What follows belongs to an exercise in optimizing a design on an open flow for small area; a production flow would make more cautious choices. Where RTL was checked, it was by simulation tests only, not by an equivalence proof against the original. Power and IR drop assume default switching activity.

==> trial 13: inputs <==
// top
module top (
	input clk, reset, button, button1, button2, button3,
	output [11:0] rgb,
	output hsync, vsync,
	output [6:0] seg1, seg2,
	output [6:0] seg_left, seg_right
	);
	reg [10:0] w;
	reg [9:0] v;
	wire wend = (w == 11'd1599);
	always @(posedge clk) begin
		if (!reset) begin
			w <= 11'd1;
			v <= 10'd0;
		end else begin
			w <= wend ? 11'd0 : w + 11'd1;
			if (wend) v <= (v == 10'd524) ? 10'd0 : v + 10'd1;
		end
	end
	wire [9:0] x = w[10:1];
	wire [9:0] y = v;
	reg hs_r, vs_r;
	always @(posedge clk) begin
		hs_r <= reset & (x >= 10'd656) & (x <= 10'd751);
		vs_r <= reset & (y >= 10'd513) & (y <= 10'd514);
	end
	assign hsync = hs_r;
	assign vsync = vs_r;
	wire video_on = (x < 10'd640) & (y < 10'd480);
	reg [11:0] dv;
	wire step = ((dv & 12'hDCF) == (12'h539 & 12'hDCF));
	wire dwrap = ((dv & 12'hD7F) == (12'h524 & 12'hD7F));
	always @(posedge clk)
		dv <= (reset & ~dwrap) ? {dv[10:0], ~(dv[10] ^ dv[11])} : 12'd0;
	reg [1:0] gs;
	reg [2:0] s1, s2;
	wire on = (gs == 2'b01);
	always @(posedge clk)
		if (!reset) gs <= 2'b00;
		else if (s1 == 3'd5) gs <= 2'b10;
		else if (s2 == 3'd5) gs <= 2'b11;
		else gs <= 2'b01;
	reg [8:0] p1, p2;
	always @(posedge clk)
		if (!reset) begin
			p1 <= 9'd220;
			p2 <= 9'd220;
		end else if (step) begin
			if (!button && p1 != 9'd0) p1 <= p1 - 9'd1;
			else if (!button1 && p1 != 9'd440) p1 <= p1 + 9'd1;
			if (!button2 && p2 != 9'd0) p2 <= p2 - 9'd1;
  ...
clock: 10.0 ns
lec_check: 0
cap_margin: 20
core_margin: 2
core_utilization: 40
place_density: 0.6
slew_margin: 20
run.sh (not shown) runs the stock make flow with config.mk's settings and CLKGATE_MAP_FILE= SYNTH_SCRIPT=/design/flow/synth_recipe.tcl, a recipe that flattens the netlist after the stock synthesis.
==> trial 17 (differences from trial 13) <==
==> flow/design.v (replaced) <==
module vga_sync (
	input clk, reset,
	output [9:0] x, y,
	output hsync, vsync, video_on
	);
	reg [10:0] w;
	reg [9:0] v;
	wire wend = (w == 11'd1599);
	always @(posedge clk)
		if (!reset) begin
			w <= 11'd1;
			v <= 10'd0;
		end else begin
			w <= wend ? 11'd0 : w + 11'd1;
			if (wend) v <= (v == 10'd524) ? 10'd0 : v + 10'd1;
		end
	assign x = w[10:1];
	assign y = v;
	reg hs_r, vs_r;
	always @(posedge clk) begin
		hs_r <= reset & (x >= 10'd656) & (x <= 10'd751);
		vs_r <= reset & (y >= 10'd513) & (y <= 10'd514);
	end
	assign hsync = hs_r;
	assign vsync = vs_r;
	assign video_on = (x < 10'd640) & (y < 10'd480);
endmodule
module render (
	input clk, reset,
	input [9:0] x, y, xs,
	input [8:0] ys, p1, p2,
	input video_on,
	input [1:0] gs,
	output [11:0] rgb
	);
	wire [9:0] bx = x - xs;
	wire [9:0] by = y - {1'b0, ys};
	wire ball_on = (xs[9:3] != 7'h7f) & (bx <= 10'd16) & (by <= 10'd16);
	wire [8:0] pr = x[9] ? p2 : p1;
	wire [9:0] q = y - {1'b0, pr};
	wire pv = (q < 10'd40);
	wire pad1_on = (x >= 10'd20) & (x <= 10'd40) & pv;
	wire pad2_on = (x >= 10'd600) & (x <= 10'd620) & pv;
	reg c, b;
	always @(posedge clk)
		if (!reset) begin
			c <= 1'b0; b <= 1'b0;
		end else case (gs)
			2'b01: begin
				c <= pad1_on | (~pad2_on & ball_on);
				b <= ~pad1_on & (pad2_on | ball_on);
			end
			2'b10: begin c <= 1'b1; b <= 1'b0; end
			2'b11: begin c <= 1'b0; b <= 1'b1; end
			default: begin c <= 1'b0; b <= 1'b0; end
		endcase
	wire rc = video_on & c, rb = video_on & b, rw = rc & b;
	assign rgb = {rb, rb, rw, rw, rc, rc, rc, rc, rb, rb, rw, rw};
endmodule
module clock_divider (
	input clk, reset,
	output step
	);
	reg [11:0] dv;
	assign step = ((dv & 12'hDCF) == (12'h539 & 12'hDCF));     
	wire dwrap = ((dv & 12'hD7F) == (12'h524 & 12'hD7F));      
	always @(posedge clk)
		dv <= (reset & ~dwrap) ? {dv[10:0], ~(dv[10] ^ dv[11])} : 12'd0;
endmodule
module ball (
	input clk, reset, step,
	input [1:0] gs,
	input [8:0] p1, p2,
	output reg [9:0] xs,
	output reg [8:0] ys,
	output reg [2:0] s1, s2
	);
	function [9:0] ud10(input [9:0] a, input en, input dn);
		integer i;
		reg t;
		begin
			t = en;
			for (i = 0; i < 10; i = i + 1) begin
				ud10[i] = a[i] ^ t;
				t = t & (a[i] ^ dn);
			end
		end
	endfunction
	function [2:0] inc3(input [2:0] a, input en);
		inc3 = {a[2] ^ (en & a[1] & a[0]), a[1] ^ (en & a[0]), a[0] ^ en};
	endfunction
	reg dx, dy;    
	wire en = step & (gs == 2'b01);
	wire neg = (xs[9:3] == 7'h7f);    
	wire [8:0] pc = (xs[9] & ~xs[8]) ? p2 : p1;
	wire [9:0] dc = {1'b0, ys} - {1'b0, pc};
	wire hitc = (pc >= 9'd20) & ((dc <= 10'd51) | (dc >= 10'd997));
	wire hit = (((xs < 10'd30) | neg) | ((xs > 10'd594) & ~neg)) & hitc;
	wire outr = (xs == 10'd624);
	wire outl = (xs == 10'd1016);
	wire out = outr | outl;
	wire dxn = dx ^ hit ^ out;
	wire dyn = dy ^ (ys == 9'd1) ^ (ys == 9'd463) ^ out;
	wire ld = ~reset | (en & out);
	wire [9:0] xsn = ud10(xs, en, ~dxn);
	wire [9:0] ysn = ud10({1'b0, ys}, en, dyn);
	always @(posedge clk) begin
		dx <= ~reset | (en ? dxn : dx);
		dy <= ~reset | (en ? dyn : dy);
		xs <= ld ? 10'd312 : xsn;
		ys <= ld ? 9'd232 : ysn[8:0];
		s1 <= reset ? inc3(s1, en & outr) : 3'd0;
		s2 <= reset ? inc3(s2, en & outl) : 3'd0;
	end
endmodule
module paddle (
	input clk, reset, step,
	input button, button1, button2, button3,
	output reg [8:0] p1, p2
	);
	function [8:0] ud9(input [8:0] a, input en, input dn);
		integer i;
		reg t;
		begin
			t = en;
			for (i = 0; i < 9; i = i + 1) begin
				ud9[i] = a[i] ^ t;
				t = t & (a[i] ^ dn);
			end
		end
	endfunction
	wire up1 = ~button & (p1 != 9'd0), dn1 = ~button1 & (p1 != 9'd440);
	wire up2 = ~button2 & (p2 != 9'd0), dn2 = ~button3 & (p2 != 9'd440);
	always @(posedge clk)
		if (!reset) begin
			p1 <= 9'd220;
			p2 <= 9'd220;
		end else begin
			p1 <= ud9(p1, step & (up1 | dn1), up1);
			p2 <= ud9(p2, step & (up2 | dn2), up2);
		end
endmodule
module game_state (
	input clk, reset,
	input [2:0] s1, s2,
	output reg [1:0] gs
	);
	always @(posedge clk)
		if (!reset) gs <= 2'b00;
		else if (s1 == 3'd5) gs <= 2'b10;
		else if (s2 == 3'd5) gs <= 2'b11;
		else gs <= 2'b01;
endmodule
module seven_seg (
	input reset,
	input [2:0] s1, s2,
	output [6:0] seg1, seg2
	);
	function [6:0] sdec(input [2:0] s);
		case (s)
			3'd0: sdec = 7'b1000000;
			3'd1: sdec = 7'b1111001;
			3'd2: sdec = 7'b0100100;
			3'd3: sdec = 7'b0110000;
			3'd4: sdec = 7'b0011001;
			3'd5: sdec = 7'b0010010;
			default: sdec = 7'bxxxxxxx;
		endcase
	endfunction
	assign seg1 = reset ? sdec(s2) : 7'b1111111;
	assign seg2 = reset ? sdec(s1) : 7'b1111111;
endmodule
module Timer (
	input clk, reset,
	output [6:0] seg_left, seg_right
	);
	reg [15:0] tc;
	wire tick = ((tc & 16'hF3FF) == (16'hC717 & 16'hF3FF));
	always @(posedge clk)
		tc <= (reset & ~tick) ? {tc[14:0], ~(tc[12] ^ tc[15])} : 16'd0;
	reg [2:0] tt;
	reg [3:0] tu;
	always @(posedge clk)
		if (tick) begin
			if (tt == 3'd7) begin tt <= 3'd0; tu <= 4'd0; end
			else if (tt == 3'd6) tt <= 3'd7;
			else if (tu == 4'd9) begin tt <= tt + 3'd1; tu <= 4'd0; end
			else tu <= tu + 4'd1;
		end else if (!reset) begin
			tt <= 3'd0; tu <= 4'd0;
		end
	wire blank = (tt == 3'd0) & (tu == 4'd0);
	reg [6:0] sl, sr;
	always @(*) begin
		case (tu)
			4'd0: sr = 7'b1000000;
			4'd1: sr = 7'b1111001;
			4'd2: sr = 7'b0100100;
			4'd3: sr = 7'b0110000;
			4'd4: sr = 7'b0011001;
			4'd5: sr = 7'b0010010;
			4'd6: sr = 7'b0000010;
			4'd7: sr = 7'b1111000;
			4'd8: sr = 7'b0000000;
			4'd9: sr = 7'b0011000;
			default: sr = 7'bxxxxxxx;
		endcase
		case (tt)
			3'd0: sl = 7'b1000000;
			3'd1: sl = 7'b1111001;
			3'd2: sl = 7'b0100100;
			3'd3: sl = 7'b0110000;
			3'd4: sl = 7'b0011001;
			3'd5: sl = 7'b0010010;
			default: sl = 7'b0000010;
		endcase
	end
	assign seg_left = blank ? 7'b1111111 : sl;
	assign seg_right = blank ? 7'b1111111 : sr;
endmodule
module top (
	input clk, reset, button, button1, button2, button3,
	output [11:0] rgb,
	output hsync, vsync,
	output [6:0] seg1, seg2,
	output [6:0] seg_left, seg_right
	);
	wire [9:0] x, y, xs;
	wire [8:0] ys, p1, p2;
	wire [2:0] s1, s2;
	wire [1:0] gs;
	wire video_on, step;
	vga_sync v1 (.clk(clk), .reset(reset), .x(x), .y(y), .hsync(hsync), .vsync(vsync), .video_on(video_on));
	clock_divider c1 (.clk(clk), .reset(reset), .step(step));
	paddle pd (.clk(clk), .reset(reset), .step(step), .button(button), .button1(button1),
		.button2(button2), .button3(button3), .p1(p1), .p2(p2));
	ball b1 (.clk(clk), .reset(reset), .step(step), .gs(gs), .p1(p1), .p2(p2), .xs(xs), .ys(ys), .s1(s1), .s2(s2));
	game_state g1 (.clk(clk), .reset(reset), .s1(s1), .s2(s2), .gs(gs));
	render r1 (.clk(clk), .reset(reset), .x(x), .y(y), .video_on(video_on), .xs(xs), .ys(ys),
		.p1(p1), .p2(p2), .gs(gs), .rgb(rgb));
	seven_seg ss (.reset(reset), .s1(s1), .s2(s2), .seg1(seg1), .seg2(seg2));
	Timer t1 (.clk(clk), .reset(reset), .seg_left(seg_left), .seg_right(seg_right));
endmodule
--- a/flow/config.mk
+++ b/flow/config.mk
@@ -6,7 +6,10 @@
 export NUM_CORES = 4
 export LEC_CHECK = 0
 export CAP_MARGIN = 20
 export CORE_MARGIN = 2
 export CORE_UTILIZATION = 40
+export CTS_BUF_LIST = sky130_fd_sc_hd__clkbuf_4
+export CTS_CLUSTER_DIAMETER = 100
+export CTS_CLUSTER_SIZE = 30
 export PLACE_DENSITY = 0.6
 export SLEW_MARGIN = 20
==> summary of the runs <==
Synthesized cell count: trial 17 is smaller than trial 13 (about 16%).
Of trial 17 and trial 13, trial 13 has the higher clock power (gap about 45%, measured against trial 13).
In trial 13 the maximum frequency is larger than in trial 17, by about 0.9%.
Against trial 13, the global-route usage of trial 17 is lower by 0.61 points.
Trial 17 finished clean. Trial 13 ran to the end with no violations.
Against trial 17, the first-iteration DRC count of trial 13 is larger by about 70%.
In trial 17 the register-to-register slack is better than in trial 13, by 0.29 ns.
Of trial 17 and trial 13, trial 13 has the higher via count (gap 17%, measured against trial 13).
In trial 13 the non-clock buffer count is higher than in trial 17, by 1.
Clock skew: trial 13 is lower than trial 17 (0.0042 ns).
Of trial 13 and trial 17, trial 13 has the higher sequential power (gap 4.3%, measured against trial 17).
==> figures <==
item                                                                                                trial 17            trial 13
Clock transition at the register clock pins on the worst setup and hold paths after CTS              0.10 ns             0.06 ns
Met1 track utilization from global routing                                                             0.240               0.244
Run status                                                                  no timing/DRC/antenna violations  no timing/DRC/antenna violations
Total non-filler cell area in the finished layout                                                   8400 µm²          10,300 µm²
Number of ordinary and repair buffers in the finished layout                                              49                  50
Drt wl/cell                                                                                          14.8 µm             15.3 µm
Library cells used by synthesis                                                                           85                  82
Cell depth of the worst flop-to-flop path                                                                 16                  21
Final Routed Wirelength                                                                              17.5 mm             21.8 mm
Initial cell density of the core                                                                       0.410               0.407
Vias in the first global route                                                                         5,784               7,240
Most common cell after layout, fill and taps aside                                                   dfxtp_1                ha_1
Number of combinational gates with multiple inputs                                                       706                 839
Count leader, synth                                                                                  dfxtp_1                ha_1
Total Routing Usage GR                                                                                 0.179               0.185
End of the worst register-to-register path                                               b1.xs[6]$_SDFF_PP0_  xb[8]$_SDFFE_PN1P_
Cell area after placement                                                                           8120 µm²            9740 µm²
Maximum ir drop on the vdd rail                                                                  0.0000562 V         0.0000893 V
Actual slew at the worst max-slew pin                                                                1.07 ns             1.03 ns
Psw                                                                                                 0.219 mW            0.359 mW
Leakage power summed over all cells                                                                  3.44 nW             4.68 nW
For trial 17, only the layout was checked, not whether the RTL still works.

==> separate check: timing with driven ports <==
No port has a modelled driver above. Below, the same layouts with a new extraction and two added sets of constraints.
Step 1 assumes that a clkbuf_16 drives the clock port and a buf_2 every other input.
Step 2 also shifts input and output timing later by t, the mid clock arrival at the registers, as if the neighbouring blocks saw the same clock.
Three values: no drivers, after step 1, after step 2; two values: the first two.
run | shift t [ns] | slack for setup (ns) | worst setup path at the end | slew at the worst register clock pin (ns) | worst slew at a driven data input, ns
trial 13 | 0.469 | 4.218 / 4.197 / 4.197 | input to output | 0.06 / 0.06 | 0.03
trial 17 | 0.565 | 4.168 / 4.144 / 4.144 | input to output | 0.12 / 0.12 | 0.03
After both steps setup and hold are still met in every run listed. The setup slack of trial 17, which loses most, moves by -0.024 ns with the drivers and by -0.024 ns with both steps.
